This is an optimization exercise on Yosys and OpenROAD, whose aim is small area, not a production implementation.
In this exercise RTL edits were held to simulation tests only and were not proved equivalent to the original.
The flow treats the clock pin as an ideal source, which a real chip does not have.

## QAM
module QAM(clk, rst, en, Din, IFout);
input clk, rst, en;
input Din;
output reg signed [17:0] IFout;
reg ce2;           
reg sm_ctrl;       
reg swap;          
reg [1:0] spc;     
reg sm_i, sm_q;    
reg [3:0] usi;     
reg [3:0] cnt;     
reg [8:0] sym_i, sym_q;  
reg [1:0] mix_cnt;
reg [15:0] acc;    
wire en0 = en & ce2;
wire en1 = sm_ctrl & ce2;
wire en2 = usi[3];
wire [1:0] sw = usi[1:0];
wire load = en2 & (sw == 2'd0);
wire neg = ~mix_cnt[1];                         
wire [8:0] s = mix_cnt[0] ? sym_i : sym_q;      
wire [8:0] x = s ^ {9{neg}};
wire [8:0] v;      
assign v[0] = cnt > 4'd0;
assign v[1] = cnt > 4'd1;
assign v[2] = cnt > 4'd2;
assign v[3] = cnt > 4'd3;
assign v[4] = cnt > 4'd4;
assign v[5] = cnt > 4'd5;
assign v[6] = cnt > 4'd6;
assign v[7] = cnt > 4'd7;
assign v[8] = cnt > 4'd8;
wire [15:0] t0;    
reg [15:0] kz0;
always @(*) begin
  case (sw)
    2'd0: kz0 = 16'd74;
    2'd1: kz0 = 16'd0;
    2'd2: kz0 = 16'd0;
    2'd3: kz0 = 16'd168;
  endcase
end
reg [15:0] kxp0;
always @(*) begin
  case (sw)
    2'd0: kxp0 = 16'd148;
    2'd1: kxp0 = 16'd0;
    2'd2: kxp0 = 16'd0;
    2'd3: kxp0 = 16'd336;
  endcase
end
assign t0 = ({16{~v[0]}} & kz0) | ({16{v[0] & x[0]}} & kxp0);
wire [15:0] t1;    
reg [15:0] kz1;
always @(*) begin
  case (sw)
    2'd0: kz1 = 16'd276;
    2'd1: kz1 = 16'd185;
    2'd2: kz1 = 16'd267;
    2'd3: kz1 = 16'd36;
  endcase
end
reg [15:0] kxp1;
always @(*) begin
  case (sw)
    2'd0: kxp1 = 16'd552;
    2'd1: kxp1 = 16'd0;
    2'd2: kxp1 = 16'd0;
    2'd3: kxp1 = 16'd0;
  endcase
end
reg [15:0] kxn1;
always @(*) begin
  case (sw)
    2'd0: kxn1 = 16'd0;
    2'd1: kxn1 = 16'd370;
  ...
==> flow/config.mk <==
export PLATFORM = sky130hd
export DESIGN_NAME = QAM
export DESIGN_NICKNAME = QAM
export VERILOG_FILES = /design/flow/design.v
export SDC_FILE = /design/flow/constraint.sdc
export NUM_CORES = 4
export LEC_CHECK = 0
export ABC_AREA = 1
export CAP_MARGIN = 20
export CORE_MARGIN = 2
export CORE_UTILIZATION = 40
export CTS_BUF_LIST = sky130_fd_sc_hd__clkbuf_8
export GPL_TIMING_DRIVEN = 0
export SLEW_MARGIN = 20
==> flow/constraint.sdc <==
create_clock -name core_clock -period 5.0 [get_ports {clk}]
set_input_delay 1.0000 -clock core_clock [delete_from_list [all_inputs] [get_ports {clk}]]
set_output_delay 1.0000 -clock core_clock [all_outputs]
set_load 0.01 [all_outputs]
standard.sh (not shown) runs the stock make flow with config.mk's settings and CLKGATE_MAP_FILE= SYNTH_SCRIPT=/design/flow/synth_recipe.tcl, a recipe that flattens the netlist after the stock synthesis.
==> flow/flow/run.sh <==
#!/bin/bash
# Layout flow: the standard ORFS flow (standard.sh) with two synthesis changes that keep
# the standard synthesis's registers, names and cell types:
#  - Yosys's generic synthesis runs without its intermediate ABC pass (SYNTH_ARGS=-noabc),
#    so the adder tree written in the RTL reaches full-adder extraction as written;
#  - the final ABC technology mapping uses an area-oriented script (flow/abc_area.script),
#    through a copy of ORFS's scripts folder that differs only in that file.
# Each ORFS step writes its own log under orfs/logs/; make's output goes to make.log here.
set -euo pipefail
rm -rf scripts_local
cp -r "$FLOW_HOME/scripts" scripts_local
cp flow/abc_area.script scripts_local/abc_area.script
bash standard.sh SYNTH_ARGS=-noabc SCRIPTS_DIR="$PWD/scripts_local" finish > make.log 2>&1
==> flow/flow/abc_area.script <==
strash
dc2
dch -f
map -a
strash
dch -f
map -a
topo
dnsize -c
The starting point completed and failed the layout checks on setup timing.
Change:
==> flow/run.sh (new file) <==
#!/bin/bash
# synth_recipe.tcl (not shown) runs the flow's synth.tcl, then flattens the netlist and writes it again
# the make line also repeats each setting of config.mk as NAME=value (left out here)
make -C /OpenROAD-flow-scripts/flow DESIGN_CONFIG=/design/flow/config.mk WORK_HOME=/design/flow/orfs CLKGATE_MAP_FILE= SYNTH_SCRIPT=/design/flow/synth_recipe.tcl finish
--- a/flow/config.mk
+++ b/flow/config.mk
@@ -11,3 +11,2 @@
 export CORE_UTILIZATION = 40
-export CTS_BUF_LIST = sky130_fd_sc_hd__clkbuf_8
 export GPL_TIMING_DRIVEN = 0
removed: flow/flow/run.sh
removed: flow/flow/abc_area.script
removed: flow/standard.sh
What happened: The changed run completed without violations; die area went up by 14%; routed wire length went up by 3.3%; clock skew drops by 3.4 ps.
Change:
==> flow/flow/run.sh (new file) <==
#!/bin/bash
# Layout flow: the standard ORFS flow (standard.sh), with Yosys's generic synthesis run
# without its intermediate ABC pass (SYNTH_ARGS=-noabc), so that the adder tree written in
# the RTL reaches full-adder extraction as written. Registers, their names and cell types
# are those of the standard synthesis. Each ORFS step writes its own log under
# orfs/logs/; make's own output goes to make.log in this folder.
set -euo pipefail
bash standard.sh SYNTH_ARGS=-noabc finish > make.log 2>&1
==> flow/standard.sh (new file) <==
#!/bin/bash
# synth_recipe.tcl (not shown) runs the flow's synth.tcl, then flattens the netlist and writes it again
# the make line also repeats each setting of config.mk as NAME=value (left out here)
make -C /OpenROAD-flow-scripts/flow DESIGN_CONFIG=/design/flow/config.mk WORK_HOME=/design/flow/orfs CLKGATE_MAP_FILE= SYNTH_SCRIPT=/design/flow/synth_recipe.tcl "${@:-finish}"
--- a/flow/config.mk
+++ b/flow/config.mk
@@ -11,2 +11,3 @@
 export CORE_UTILIZATION = 40
+export CTS_BUF_LIST = sky130_fd_sc_hd__clkbuf_8
 export GPL_TIMING_DRIVEN = 0
removed: flow/run.sh
Maximum frequency is higher by 0.56%.
Die area fell by 4.0%.
Routed wire length grows by 1.2%.
Worst setup slack improved by 27 ps.
Design area goes down by 10%.
Global-route usage increases by 2.1 points.
Final cell count drops by 8.7%.
Clock-buffer cell count stays the same.
Via count shrinks by 6.6%.
Utilization falls by 4.4 points.
Change:
--- a/flow/config.mk
+++ b/flow/config.mk
@@ -7,3 +7,3 @@
 export LEC_CHECK = 0
-export ABC_AREA = 1
+export ABC_AREA = 0
 export CAP_MARGIN = 20
@@ -11,3 +11,2 @@
 export CORE_UTILIZATION = 40
-export CTS_BUF_LIST = sky130_fd_sc_hd__clkbuf_8
 export GPL_TIMING_DRIVEN = 0
Outcome: Routed wire length came out higher by 1.1%; register-to-register slack got worse by 130 ps; global-route usage drops by 0.50 points; first-iteration DRC count drops by 11%; fmax went down by 2.7%; synthesized area is about the same.

---

Starting RTL as in the previous note.
Settings: LEC_CHECK=0, ABC_AREA=1, CAP_MARGIN=20, CORE_MARGIN=2, CORE_UTILIZATION=40, GPL_TIMING_DRIVEN=0, SLEW_MARGIN=20; clock period 5.0 ns.
==> flow/flow/run.sh <==
#!/bin/bash
# Layout flow: the standard ORFS flow (standard.sh) with these changes:
#  - Yosys's generic synthesis runs without its intermediate ABC pass (SYNTH_ARGS=-noabc),
#    so the adder tree written in the RTL reaches full-adder extraction as written;
#    registers, their names and cell types are those of the standard synthesis;
#  - the final ABC technology mapping uses an area-oriented script (flow/abc_area.script),
#    through a copy of ORFS's scripts folder that differs only in that file;
#  - after clock-tree synthesis, flow/post_cts.tcl delays the clock of the output register
#    (useful skew for the register-to-register paths into it), then runs the CTS step's
#    timing repair, which ORFS is told to skip (SKIP_CTS_REPAIR_TIMING=1).
# Each ORFS step writes its own log under orfs/logs/; make's output goes to make.log here.
set -euo pipefail
rm -rf scripts_local
cp -r "$FLOW_HOME/scripts" scripts_local
cp flow/abc_area.script scripts_local/abc_area.script
bash standard.sh SYNTH_ARGS=-noabc SCRIPTS_DIR="$PWD/scripts_local" SKIP_CTS_REPAIR_TIMING=1 \
  POST_CTS_TCL="$PWD/flow/post_cts.tcl" \
  "SKEW_CELLS=sky130_fd_sc_hd__clkdlybuf4s50_1 sky130_fd_sc_hd__clkdlybuf4s50_1 sky130_fd_sc_hd__clkbuf_8" finish > make.log 2>&1
==> flow/flow/abc_area.script <==
strash
dch -f
amap
topo
dnsize -c
==> flow/flow/post_cts.tcl <==
# Runs at the end of ORFS's CTS step (POST_CTS_TCL), which is told to skip its own timing
# repair (SKIP_CTS_REPAIR_TIMING=1); this script does that repair after the change below.
#
# Useful skew for the register-to-register paths into the output register acc (IFout):
# acc's clock pins are moved from the clock tree's leaf nets to one net that a delay cell
# and a clock buffer drive from the leaf net of acc[0]. Every path into acc comes from
# another register of the design; acc's outputs go only to the output ports, whose
# timing this makes harder, not easier. Inputs reach no acc data pin combinationally.
set block [ord::get_db_block]
set db [ord::get_db]
set accs {}
foreach inst [$block getInsts] {
  if {[string range [$inst getName] 0 3] eq "acc\\" && [$inst findITerm CLK] ne "NULL"} {
    lappend accs $inst
  }
}
puts "skew: [llength $accs] acc registers"
set first [lindex $accs 0]
set leaf [[$first findITerm CLK] getNet]
set sx 0; set sy 0
foreach inst $accs {
  lassign [$inst getLocation] x y
  set sx [expr {$sx + $x}]; set sy [expr {$sy + $y}]
}
set cx [expr {int($sx / [llength $accs])}]
set cy [expr {int($sy / [llength $accs])}]
set prev $leaf
set i 0
foreach cell $::env(SKEW_CELLS) {
  set master [$db findMaster $cell]
  set buf [odb::dbInst_create $block $master "skew_buf_$i"]
  set net [odb::dbNet_create $block "skew_net_$i"]
  $net setSigType CLOCK
  [$buf findITerm A] connect $prev
  [$buf findITerm X] connect $net
  $buf setLocation $cx $cy
  $buf setPlacementStatus PLACED
  set prev $net
  incr i
}
foreach inst $accs {
  set it [$inst findITerm CLK]
  $it disconnect
  $it connect $prev
}
set_propagated_clock [all_clocks]
estimate_parasitics -placement
set result [catch { detailed_placement } msg]
if { $result != 0 } { error "Detailed placement failed after skew: $msg" }
estimate_parasitics -placement
report_checks -path_delay max -group_path_count 1 -format end
repair_timing_helper
set result [catch { detailed_placement } msg]
if { $result != 0 } { error "Detailed placement failed after repair: $msg" }
check_placement -verbose
report_design_area
The first run completed without violations.
==> next run, changes <==
--- a/flow/flow/run.sh
+++ b/flow/flow/run.sh
@@ -6,2 +5,0 @@
-#  - the final ABC technology mapping uses an area-oriented script (flow/abc_area.script),
-#    through a copy of ORFS's scripts folder that differs only in that file;
@@ -13,6 +11,2 @@
-rm -rf scripts_local
-cp -r "$FLOW_HOME/scripts" scripts_local
-cp flow/abc_area.script scripts_local/abc_area.script
-bash standard.sh SYNTH_ARGS=-noabc SCRIPTS_DIR="$PWD/scripts_local" SKIP_CTS_REPAIR_TIMING=1 \
-  POST_CTS_TCL="$PWD/flow/post_cts.tcl" \
-  "SKEW_CELLS=sky130_fd_sc_hd__clkdlybuf4s50_1 sky130_fd_sc_hd__clkdlybuf4s50_1 sky130_fd_sc_hd__clkbuf_8" finish > make.log 2>&1
+bash standard.sh SYNTH_ARGS=-noabc SKIP_CTS_REPAIR_TIMING=1 POST_CTS_TCL="$PWD/flow/post_cts.tcl" \
+  "SKEW_CELLS=sky130_fd_sc_hd__clkdlybuf4s50_1 sky130_fd_sc_hd__clkbuf_8" finish > make.log 2>&1
--- a/flow/flow/post_cts.tcl
+++ b/flow/flow/post_cts.tcl
@@ -13 +13 @@
-  if {[string range [$inst getName] 0 3] eq "acc\\" && [$inst findITerm CLK] ne "NULL"} {
+  if {[string match {acc\[*} [$inst getName]] && [$inst findITerm CLK] != "NULL"} {
removed: flow/flow/abc_area.script
Outcome: Now the flow stopped in clock tree synthesis (4_1_cts); synthesized area climbs by about 11%; synthesized cell count climbs by 28%.
==> next run, changes <==
--- a/flow/flow/run.sh
+++ b/flow/flow/run.sh
@@ -5,0 +6,2 @@
+#  - the final ABC technology mapping uses an area-oriented script (flow/abc_area.script),
+#    through a copy of ORFS's scripts folder that differs only in that file;
@@ -8 +10,3 @@
-#    timing repair, which ORFS is told to skip (SKIP_CTS_REPAIR_TIMING=1).
+#    timing repair, which ORFS is told to skip (SKIP_CTS_REPAIR_TIMING=1);
+#  - every input and output port still gets its own buffer, but the smallest one
+#    (sky130_fd_sc_hd__buf_1); the resizer may still resize it.
@@ -11,2 +15,6 @@
-bash standard.sh SYNTH_ARGS=-noabc SKIP_CTS_REPAIR_TIMING=1 POST_CTS_TCL="$PWD/flow/post_cts.tcl" \
-  "SKEW_CELLS=sky130_fd_sc_hd__clkdlybuf4s50_1 sky130_fd_sc_hd__clkbuf_8" finish > make.log 2>&1
+rm -rf scripts_local
+cp -r "$FLOW_HOME/scripts" scripts_local
+cp flow/abc_area.script scripts_local/abc_area.script
+bash standard.sh SYNTH_ARGS=-noabc SCRIPTS_DIR="$PWD/scripts_local" SKIP_CTS_REPAIR_TIMING=1 \
+  POST_CTS_TCL="$PWD/flow/post_cts.tcl" "BUFFER_PORTS_ARGS=-buffer_cell sky130_fd_sc_hd__buf_1" \
+  "SKEW_CELLS=sky130_fd_sc_hd__clkdlybuf4s50_1 sky130_fd_sc_hd__clkdlybuf4s50_1 sky130_fd_sc_hd__clkbuf_8" finish > make.log 2>&1
==> flow/flow/abc_area.script (new file) <==
strash
dch -f
amap
topo
dnsize -c
--- a/flow/flow/post_cts.tcl
+++ b/flow/flow/post_cts.tcl
@@ -13 +13 @@
-  if {[string match {acc\[*} [$inst getName]] && [$inst findITerm CLK] != "NULL"} {
+  if {[string range [$inst getName] 0 3] eq "acc\\" && [$inst findITerm CLK] ne "NULL"} {
- CTS_BUF_LIST: default -> sky130_fd_sc_hd__clkbuf_8
Outcome:
- The changed run completed with no timing, DRC or antenna violations
- synthesized area came out lower by 9.7%
- synthesized cell count came out lower by 22%

## port drivers added, routing unchanged
How much do the figures lean on ideal ports? The routed layouts below were timed once more, with nothing changed but the port constraints. Step 1 assumes that a clkbuf_16 drives the clock port and a buf_2 every other input. Step 2, shift: input delay + t, output delay - t, t = (earliest + latest rising clock arrival at the registers) / 2. This alone moves slack from input paths to output paths. a / b / c = no drivers / after step 1 / after step 2; a / b = the first two.
run | t, ns | setup slack, ns | latest minus earliest clock arrival (ns) | worst register clock-pin slew, ns
the first run of note 1 | 0.372 | -0.424 / -0.424 / -0.424 | 0.013 / 0.014 | 0.12 / 0.12
the second run of note 1 | 0.347 | 0.196 / 0.196 / 0.196 | 0.011 / 0.011 | 0.08 / 0.08
the third run of note 1 | 0.361 | 0.222 / 0.222 / 0.222 | 0.009 / 0.009 | 0.11 / 0.11
the fourth run of note 1 | 0.357 | 0.090 / 0.090 / 0.090 | 0.020 / 0.020 | 0.09 / 0.09
the first run of note 2 | 0.926 | 0.318 / 0.318 / 0.318 | 1.185 / 1.185 | 0.12 / 0.12
the third run of note 2 | 0.942 | 0.302 / 0.302 / 0.302 | 1.180 / 1.181 | 0.11 / 0.11
In the first run of note 2 and the third run of note 2 the clock reaches the registers at very different times; t lies between them, and the last value is a rough guide only.
